From an optimization exercise on the open Yosys and OpenROAD flow, aimed at small area, a short achievable clock period and few clock cycles per item; shortcuts taken in it are not production practice.
RTL that was checked went through simulation tests only; none was proved equivalent to the original.

run 1:
## mandel_engine
module mandel_engine (
    input             clk,
    input             reset,      
    input             start,      
    input  [31:0]     x,          
    input  [31:0]     y,          
    input  [20:0]     delta,      
    output            busy,       
    output reg        wr_en,      
    output reg [8:0]  wr_addr,    
    output reg [15:0] wr_data     
);
==> module mandel_engine, before the edit <==
module mandel_engine (
    input             clk,
    input             reset,      
    input             start,      
    input  [31:0]     x,          
    input  [31:0]     y,          
    input  [20:0]     delta,      
    output            busy,       
    output reg        wr_en,      
    output reg [8:0]  wr_addr,    
    output reg [15:0] wr_data     
);
reg        running;
reg        ini;           
reg [31:0] gc, gd;        
reg [31:0] cs;            
reg [20:0] dr;            
reg [8:0]  gw;            
reg        gv;            
assign busy = running;
reg [30:0] ra, rb;        
reg        sa, sb;        
reg [31:0] dab;           
reg [31:0] c0, d0;
reg [7:0]  k0;            
reg        e0;            
reg [63:0] sv0;           
reg [1:0]  pi0;           
reg [8:0]  wa0;           
reg [11:0] p30;           
reg        act0;
reg [31:0] xa, ya, xb, yb;    
reg        ca, cb;            
reg [30:0] xab, yab;          
reg        cab;
reg        cyc1;
reg [31:0] c1, d1;
reg [7:0]  k1;
reg        e1;
reg [63:0] sv1;
reg [1:0]  pi1;
reg [8:0]  wa1;
reg [11:0] p31;
reg        act1;
wire [33:0] txa, tya, txb, tyb, txab, tyab;
me_sq  sqa (.r(ra), .X(txa), .Y(tya));
me_sq  sqb (.r(rb), .X(txb), .Y(tyb));
me_mul mab (.r(ra), .D(dab), .X(txab), .Y(tyab));
wire [63:0] st = {sa, ra, sb, rb};
wire cmp_en = (k0[7:3] != 5'd0);
wire save   = (k0[2:0] == 3'd7);
wire tca  = (txa[1] & tya[1])   | ((txa[1] | tya[1])   & txa[0] & tya[0]);
wire tcb  = (txb[1] & tyb[1])   | ((txb[1] | tyb[1])   & txb[0] & tyb[0]);
wire tcab = (txab[1] & tyab[1]) | ((txab[1] | tyab[1]) & txab[0] & tyab[0]);
always @(posedge clk) begin
    xa   <= txa[33:2];  ya  <= tya[33:2];  ca  <= tca;
    xb   <= txb[33:2];  yb  <= tyb[33:2];  cb  <= tcb;
    xab  <= txab[32:2]; yab <= tyab[32:2]; cab <= tcab;
    cyc1 <= cmp_en & (st == sv0);
    sv1  <= save ? st : sv0;
    c1   <= c0;   d1  <= d0;
    k1   <= k0;   pi1 <= pi0;
    e1   <= e0;
    wa1  <= wa0;  p31 <= p30;
    act1 <= reset ? 1'b0 : act0;
end
wire [33:0] eu, ev;
me_esct esct (.xa(xa), .ya(ya), .xb(xb), .yb(yb), .ca(ca), .cb(cb), .U(eu), .V(ev));
wire [29:0] e29 = {1'b0, eu[28:0]} + {1'b0, ev[28:0]};
wire [4:0]  eh  = eu[33:29] + ev[33:29] + {4'd0, e29[29]};
wire [32:0] oa32 = {1'b0, xa} + {1'b0, ya} + {32'd0, ca};
wire [32:0] ob32 = {1'b0, xb} + {1'b0, yb} + {32'd0, cb};
wire oa = oa32[32];
wire ob = ob32[32];
wire esc = (eh != {oa & ob, oa ^ ob, 3'd0});
wire [31:0] an, bn;
me_suma suma (.xa(xa), .ya(ya), .xb(xb), .yb(yb), .c(c1), .ca(ca), .cb(cb), .S(an));
me_sumb sumb (.x(xab), .y(yab), .d(d1), .cab(cab), .S(bn));
wire [31:0] pan, pbn;
me_por pora (.x(an), .P(pan));
me_por porb (.x(bn), .P(pbn));
wire [31:0] nbn = bn ^ pbn;                        
wire [30:0] an_abs = an[30:0] ^ ({31{an[31]}} & pan[30:0]);
wire [30:0] bn_abs = bn[31] ? nbn[30:0] : bn[30:0];
wire [31:0] dab_n  = an[31] ? nbn : bn;
wire done = act1 & (e1 | cyc1 | (k1 == 8'd255));
wire last = (pi1 == 2'd3);
wire take = (~act1 | (done & last)) & gv;
wire inword = act1 & ~last;
wire [31:0] nc = inword ? (c1 + {11'd0, dr}) : gc;
wire [31:0] nd = inword ? d1 : gd;
wire [31:0] pnc, pnd;
me_por porc (.x(nc), .P(pnc));
me_por pord (.x(nd), .P(pnd));
wire [31:0] nnd = nd ^ pnd;                        
wire [30:0] nc_abs = nc[30:0] ^ ({31{nc[31]}} & pnc[30:0]);
wire [30:0] nd_abs = nd[31] ? nnd[30:0] : nd[30:0];
wire [31:0] dab_i  = nc[31] ? nnd : nd;
wire [7:0] kk = k1;
wire [3:0] pm = (kk > 8'd133) ? 4'd15 : (
                (kk > 8'd96)  ? 4'd14 : (
                (kk > 8'd69)  ? 4'd13 : (
                (kk > 8'd50)  ? 4'd12 : (
                (kk > 8'd36)  ? 4'd11 : (
                (kk > 8'd26)  ? 4'd10 : (
                (kk > 8'd19)  ? 4'd9  : (
                (kk > 8'd13)  ? 4'd8  : (
                (kk > 8'd10)  ? 4'd7  : (
                (kk >= 8'd7)  ? 4'd6  : (
                (kk >= 8'd5)  ? 4'd5  : kk[3:0] ))))))))));
wire [3:0] pix = e1 ? pm : 4'd0;
wire ld = done | take;
always @(posedge clk) begin
    if (ld) begin
        ra  <= nc_abs;  sa <= nc[31];
        rb  <= nd_abs;  sb <= nd[31];
        dab <= dab_i;
        c0  <= nc;      d0 <= nd;
        k0  <= 8'd0;
        e0  <= 1'b0;
    end else begin
        ra  <= an_abs;  sa <= an[31];
        rb  <= bn_abs;  sb <= bn[31];
        dab <= dab_n;
        c0  <= c1;      d0 <= d1;
        k0  <= k1 + 8'd1;
        e0  <= esc;
    end
    sv0 <= sv1;
    pi0 <= take ? 2'd0 : (done ? pi1 + 2'd1 : pi1);
    wa0 <= take ? gw : wa1;
    p30 <= done ? {p31[7:0], pix} : p31;
    act0 <= reset ? 1'b0 : (take | (act1 & ~(done & last)));
    wr_en   <= ~reset & done & last;
    wr_addr <= wa1;
    wr_data <= {p31, pix};
end
always @(posedge clk) begin
    if (reset) begin
        running <= 1'b0;
        ini     <= 1'b0;
        gv      <= 1'b0;
    end else if (!running) begin
        if (start) begin
            running <= 1'b1;
            ini     <= 1'b1;
        end
    end else begin
        ini <= 1'b0;
        if (ini) begin
            gv <= 1'b1;
        end else if (take && gw == 9'd511) begin
            gv <= 1'b0;
        end
        if (!ini && !gv && !act0 && !act1)
            running <= 1'b0;
    end
end
always @(posedge clk) begin
    if (!running) begin
        gc <= x;
        gd <= y;
        dr <= delta;
    end else if (ini) begin
        gc <= gc - {6'd0, dr, 5'd0};
        cs <= gc - {6'd0, dr, 5'd0};
        gd <= gd + {7'd0, dr, 4'd0};
        gw <= 9'd0;
    end else begin
        if (take) begin
            gw <= gw + 9'd1;
            if (gw[3:0] == 4'd15) begin
                gc <= cs;
                gd <= gd - {11'd0, dr};
            end else begin
                gc <= gc + {9'd0, dr, 2'd0};
            end
        end
    end
end
endmodule
clock: 20.0 ns
lec_check: 0
cap_margin: 20
core_margin: 2
core_utilization: 40
slew_margin: 20
standard.sh (not shown) runs the stock make flow with config.mk's settings and CLKGATE_MAP_FILE= SYNTH_SCRIPT=/design/flow/synth_recipe.tcl, a recipe that flattens the netlist after the stock synthesis.
==> flow/flow/run.sh <==
#!/bin/bash
# Standard ORFS layout, with timing repair aimed below the design's period:
# the SDC is unchanged (20 ns); repair_timing is asked to leave MARGIN ns of
# setup slack, so it optimises the paths as if the clock were faster.
set -euo pipefail
MARGIN=${MARGIN:-15}
bash standard.sh synth > synth.log 2>&1
bash standard.sh SETUP_SLACK_MARGIN=$MARGIN finish > layout.log 2>&1
Testbench counts of run 1, summed over its fixed seeds: cycles 4,239,862, pixels 98,304.
The following lists how run 2 was set up differently from run 1:
diff --git a/flow/design.v b/flow/design.v
--- a/flow/design.v
+++ b/flow/design.v
@@ -5560,8 +5560,7 @@
 reg        sa, sb;        
 reg [31:0] dab;           
 reg [31:0] c0, d0;
-reg [7:0]  k0;            
-reg        e0;            
+reg [7:0]  k0;
 reg [63:0] sv0;           
 reg [1:0]  pi0;           
 reg [8:0]  wa0;           
@@ -5574,7 +5573,6 @@
 reg        cyc1;
 reg [31:0] c1, d1;
 reg [7:0]  k1;
-reg        e1;
 reg [63:0] sv1;
 reg [1:0]  pi1;
 reg [8:0]  wa1;
@@ -5585,8 +5583,8 @@
 me_sq  sqb (.r(rb), .X(txb), .Y(tyb));
 me_mul mab (.r(ra), .D(dab), .X(txab), .Y(tyab));
 wire [63:0] st = {sa, ra, sb, rb};
-wire cmp_en = (k0[7:3] != 5'd0);
-wire save   = (k0[2:0] == 3'd7);
+wire cmp_en = (k0 > 8'd8);
+wire save   = (k0[2:0] == 3'd0);
 wire tca  = (txa[1] & tya[1])   | ((txa[1] | tya[1])   & txa[0] & tya[0]);
 wire tcb  = (txb[1] & tyb[1])   | ((txb[1] | tyb[1])   & txb[0] & tyb[0]);
 wire tcab = (txab[1] & tyab[1]) | ((txab[1] | tyab[1]) & txab[0] & tyab[0]);
@@ -5598,7 +5596,6 @@
     sv1  <= save ? st : sv0;
     c1   <= c0;   d1  <= d0;
     k1   <= k0;   pi1 <= pi0;
-    e1   <= e0;
     wa1  <= wa0;  p31 <= p30;
     act1 <= reset ? 1'b0 : act0;
 end
@@ -5621,7 +5618,7 @@
 wire [30:0] an_abs = an[30:0] ^ ({31{an[31]}} & pan[30:0]);
 wire [30:0] bn_abs = bn[31] ? nbn[30:0] : bn[30:0];
 wire [31:0] dab_n  = an[31] ? nbn : bn;
-wire done = act1 & (e1 | cyc1 | (k1 == 8'd255));
+wire done = act1 & (esc | cyc1 | (k1 == 8'd255));
 wire last = (pi1 == 2'd3);
 wire take = (~act1 | (done & last)) & gv;
 wire inword = act1 & ~last;
@@ -5646,7 +5643,7 @@
                 (kk > 8'd10)  ? 4'd7  : (
                 (kk >= 8'd7)  ? 4'd6  : (
                 (kk >= 8'd5)  ? 4'd5  : kk[3:0] ))))))))));
-wire [3:0] pix = e1 ? pm : 4'd0;
+wire [3:0] pix = esc ? pm : 4'd0;
 wire ld = done | take;
 always @(posedge clk) begin
     if (ld) begin
@@ -5654,15 +5651,13 @@
         rb  <= nd_abs;  sb <= nd[31];
         dab <= dab_i;
         c0  <= nc;      d0 <= nd;
-        k0  <= 8'd0;
-        e0  <= 1'b0;
+        k0  <= 8'd1;
     end else begin
         ra  <= an_abs;  sa <= an[31];
         rb  <= bn_abs;  sb <= bn[31];
         dab <= dab_n;
         c0  <= c1;      d0 <= d1;
         k0  <= k1 + 8'd1;
-        e0  <= esc;
     end
     sv0 <= sv1;
     pi0 <= take ? 2'd0 : (done ? pi1 + 2'd1 : pi1);
### Flow results
Every run (run 2 and run 1) finished clean. Compared with run 1, run 2 shows a area after synthesis that is about 1.3% lower. Run 2 vs run 1: count of clock-buffer cells in the layout down in run 2. The initial antenna violation count of run 2 is lower than that of run 1. Summary of run 2 over run 1: worst path arrival time grew by 0.81 ns, number of cells on the critical path +14.
No functional check of the RTL was part of run 2.

==> afterwards: timing with drivers on the ports <==
In the flow no input, the clock included, has a driving cell. The finished layouts below were timed again as built, in two steps. Step 1 sets driving cells, clkbuf_16 on the clock port and buf_2 on the other inputs (assumed; they add their load-dependent delay and slew). Step 2 also shifts input and output timing later by t, the mid clock arrival at the registers, as if the neighbouring blocks saw the same clock. Slacks: ideal ports / drivers / drivers and shift; pairs: ideal ports / drivers.
run | t (ns) | setup slack, ns | clock arrival spread, ns | worst slew at a driven data input, ns
run 1 | 0.754 | 14.765 / 14.747 / 14.765 | 0.074 / 0.074 | 0.07
run 2 | 0.782 | 13.825 / 13.825 / 13.825 | 0.059 / 0.059 | 0.08
After both steps every run listed still meets setup and hold.
